This design comes from an exercise in tuning for small area and a short achievable clock period on the open sky130 flow, not from production work. Only simulation tests tie the RTL to the original design; equivalence was not proved.

## flow/design.v (module list and top-level ports; edited modules follow where they fit)
// module coeff_selector: 197 lines
// module iir_filter: 2113 lines
// module iir_fa: 4 lines
// module iir_ha: 4 lines
// module iir_variable_filter: 12 lines
module iir_variable_filter (
    input  wire               clk,
    input  wire               reset_n,
    input  wire        [8:0]  filter_index,
    input  wire signed [15:0] data_in,
    output wire signed [31:0] data_out
);
  // ...
==> flow/run.sh <==
#!/bin/bash
# synth_recipe.tcl (not shown) runs the flow's synth.tcl, then flattens the netlist and writes it again
# the make line also repeats each setting of config.mk as NAME=value (left out here)
make -C /OpenROAD-flow-scripts/flow DESIGN_CONFIG=/design/flow/config.mk WORK_HOME=/design/flow/orfs CLKGATE_MAP_FILE= SYNTH_SCRIPT=/design/flow/synth_recipe.tcl finish
==> flow/config.mk <==
export PLATFORM = sky130hd
export DESIGN_NAME = iir_variable_filter
export DESIGN_NICKNAME = iir_variable_filter
export VERILOG_FILES = /design/flow/design.v
export SDC_FILE = /design/flow/constraint.sdc
export NUM_CORES = 4
export LEC_CHECK = 0
export ABC_AREA = 1
export CAP_MARGIN = 20
export CORE_MARGIN = 2
export CORE_UTILIZATION = 50
export CTS_BUF_LIST = sky130_fd_sc_hd__clkbuf_8 sky130_fd_sc_hd__clkbuf_16
export SETUP_SLACK_MARGIN = 5
export SLEW_MARGIN = 20
export SYNTH_HIERARCHICAL = 1
export TNS_END_PERCENT = 0
==> flow/constraint.sdc <==
create_clock -name core_clock -period 15.0 [get_ports {clk}]
set_input_delay 3.0000 -clock core_clock [delete_from_list [all_inputs] [get_ports {clk}]]
set_output_delay 3.0000 -clock core_clock [all_outputs]
set_load 0.01 [all_outputs]
==> out/metrics.cfg, run 1 <==
[routing]
vias_per_cell = 6.56
ant_nets = 0
route.met2.wl_mm = 53.0

[worst_hold_path]
whs_endpoint = IIR.x1[0]
hold_path_class = flip-flop to flip-flop

[timing]
rsz0062_at_grt = yes
max_slew_margin_pct = 40.7
fin_crit_sh_pct = 65.5
hold_viol_final = 0

[final_layout]
seq_cells = 141
nMultiInputCombCells = 2316
multi_input_area_share_pct = 76.1
design_area_mm2 = 0.0319
drive_above_1_share_pct = 9.60
final_cells = 3700
nets = 3647

[run_status]
status = finished clean

[clock_network]
ctsHoldBuffers = 0
cts_tree = done
cts-root-buf = clkbuf_16
h-tree-depth = 4

[worst_setup_path]
crit_required_ps = 15440
cp_num_cells = 25

[grt]
grt_pass1_wl_mm = 181

[die]
die_w_um = 247

[logic_synthesis]
synth_top_area_share_pct = 43.2
async_reset_ff_share_pct = 100
synth_xor_area_share_pct = 16.6

==> inputs of run 2 (changes only) <==
--- a/flow/config.mk
+++ b/flow/config.mk
@@ -8,7 +8,7 @@
 export ABC_AREA = 1
 export CAP_MARGIN = 20
 export CORE_MARGIN = 2
-export CORE_UTILIZATION = 50
+export CORE_UTILIZATION = 45
 export CTS_BUF_LIST = sky130_fd_sc_hd__clkbuf_8 sky130_fd_sc_hd__clkbuf_16
 export SETUP_SLACK_MARGIN = 5
 export SLEW_MARGIN = 20
==> run 2 against run 1 <==
Against the previous run: still clean on timing, DRC and antenna; hold slack lost 8.9 ps; fmax increased by 0.19%; clock-buffer cell count grew 1.
==> out/metrics.cfg, run 2 <==
[clock_network]
h-tree-depth = 4  ; unchanged
clock-sinks = 141
clkLatencyLatePin_ps = 510
ctsHoldBuffers = 0  ; unchanged
clock_path_buffers = 2
cts_tree = done
clkTransAtPathRegs_ps = 70
cts_buffers = 17
cts-root-buf = clkbuf_16

[worst_setup_path]
ff2ff_path_depth = 21
critical_path_class = input pin to flip-flop
crit_buf_inv = 5
crit_arrival_ps = 10180
rrSetupSlack_ps = 6000
cp_top_family = adder cells
crit_path_frequent_cell = fa_1
reg2reg_to = IIR.s[17]
r2r_start = IIR.r_x[0]
cp_max_fo = 19
crit_required_ps = 15380  ; -60 ps
endpoint_kind = flip-flop
slowest_delay_ps = 590
start_kind = input pin
cp_slowest_cell = fa_1

[timing]
max_slew.worst_pin.slew_ps = 980
setup_violations = 0
slew_viol_final = 0
fmax_mhz = 102
fin_skew_ps = 28.4
min_period_ps = 9800
setup_tns_ps = 0
hold_viol_final = 0  ; unchanged
max_slew_margin_pct = 34.7  ; -6.1 points
fin_ws_ps = 5200
fin_crit_sh_pct = 65.3  ; -0.12 points
rsz0062_at_grt = yes
holdWs_ps = 384

[logic_synthesis]
yosysTopAreaCell = fa_1
synth_area_per_cell_um2 = 10.0
synth_top_area_share_pct = 43.2  ; unchanged
synthTopCellsByArea = fa_1, xor2_1, dfrtp_1
async_reset_ff_share_pct = 100  ; unchanged
netlist-cell-type-count = 37
synth-seq-cells = 141
syn_inst = 2941
synth_warnings = 7
synth.most_common_cell = fa_1
synth_common_cells = fa_1, xor2_1, o22ai_1
ys_seq_area_share_pct = 12.0
yosys_most_used_dff = dfrtp_1
syn-cell-area_mm2 = 0.0295
syn-num-nets = 3674
synth_edf_count = 0

[worst_hold_path]
min_from = IIR.x1[0]
whs_endpoint = IIR.x2[0]
hold_path_class = flip-flop to flip-flop
hold_depth = 0

[final_layout]
mostFrequentLayoutCell = fa_1
multi_input_area_mm2 = 0.0244
fill_cells = 5926
area_delta_synth_final_pct = 9.86
nets = 3658  ; +0.30%
final_cell_mix = fa_1, xor2_1, o22ai_1, nand2_1, inv_1
seq_area_mm2 = 0.00353
drive_above_1_share_pct = 10.7  ; +1.1 points

[routing]
first_pass_iters = 9
wirelength_mm = 124
post_drt_wl_per_cell_um = 32.7
drc = 0
vias_per_cell = 6.44  ; -1.9%
drt_iter0_drc = 3206
vias = 24400
ant_nets = 0  ; unchanged

[die]
core-area_mm2 = 0.0646
pin_count = 59
die_height_um = 260
rows = 93
start_util_pct = 45.7
die_area_mm2 = 0.0676
die_w_um = 260  ; +5.3%

[place]
dpl.hpwl_mm = 93.5
port_buffers = 58
pre_cts_slack_ps = 3060
place_congestion = 1.03

[grt]
antenna_found_initial = 0
grt_pass1_wl_mm = 182  ; +0.30%
grt_overflow = 0
grt_max_degree = 93
grt.total_usage_pct = 37.8
first_global_vias = 26500

[run_status]
status = finished clean

[flow_run]
drv_cap = 0

[run 2: kinds of logic after synthesis]
group,synth area share (%)
other cells,0.0127
simple gates,7.61
fa+ha+maj,46.2
buf+inv,6.71
compound gates,10.9
flops,12.0
xor+xnor,16.6
[run 2: repair_timing]
| item | CTS | global route |
|---|---|---|
| gates resized for setup | 145 | 84 |
| setup buffers | 33 | 17 |
| setup endpoints to repair | 21 | 18 |
| cloned | 0 | 2 |
| pin swaps | 7 | 6 |
[run 2: worst max-delay path by stage]
stage / start / to / cells after the start
final: filter_index[1] / IIR.y0[8] / 28
after global routing: filter_index[0] / IIR.y0[6] / 27
after CTS: data_in[0] / IIR.s[17] / 19
after detailed placement: filter_index[3] / IIR.y0[4] / 27
after global placement: filter_index[3] / IIR.y0[4] / 27
after floorplan: data_in[0] / IIR.s[17] / 18
[run 2: area by class of cell]
cell class / count / share of cell area (%)
antenna: 2 / 0.0154
multi-input combinational: 2316 / 75.4
sequential: 141 / 10.9
tap: 855 / 3.30
inverter: 288 / 3.97
clock inverter: 14 / 0.467
timing repair buffer: 161 / 4.57
clock buffer: 18 / 1.36
[run 2: metrics by stage]
stage	area, µm²	util [%]	std cells
after detailed placement	30600	47.4	3709
after floorplan	29500	-	2941
after CTS	31900	49.4	3774
after global routing	32400	50.2	3793
after global placement	30600	47.4	3709
final	32400	50.2	3795
[run 2: Yosys stat by module (local to each module, per instance), a selection]
module,cells inside,times used,flops+latches,cell area [µm²]
iir_filter,1971,1,141,15000
coeff_selector,312,1,0,1520
iir_fa,1,636,0,20.0
iir_ha,1,22,0,12.5
[run 2: routing by layer]
layer,track usage (%),up-vias,wire length [µm]
met4,25.9,0,11100
met3,10.7,603,15700
met2,55.5,2040,52700
met1,48.5,12300,44400
li1,-,9542,-
met5,0.0712,-,0

==> afterwards: timing with drivers on the ports <==
In the flow no input, the clock included, has a driving cell. The finished layouts below were timed again as built, in two steps. Step 1, drivers: a clkbuf_16 drives clk and a buf_2 each remaining input, both assumed. Step 2 times the ports against the registers' clock, not the clock port: input delays grow and output delays shrink by t, the midpoint of the rising clock arrivals with the driver on. Three values: ideal, step 1, step 2; two values: the first two.
run | t, ns | slack for setup (ns) | slew at the worst register clock pin (ns) | cell pins on the clock port's net
run 1 | 0.579 | 5.179 / 5.227 / 4.648 | 0.10 / 0.10 | 1
run 2 | 0.563 | 5.198 / 5.245 / 4.682 | 0.09 / 0.09 | 1
After both steps setup and hold are still met in every run listed. For run 1, which loses most, drivers alone change the setup slack by +0.048 ns; drivers and shift together by -0.531 ns.
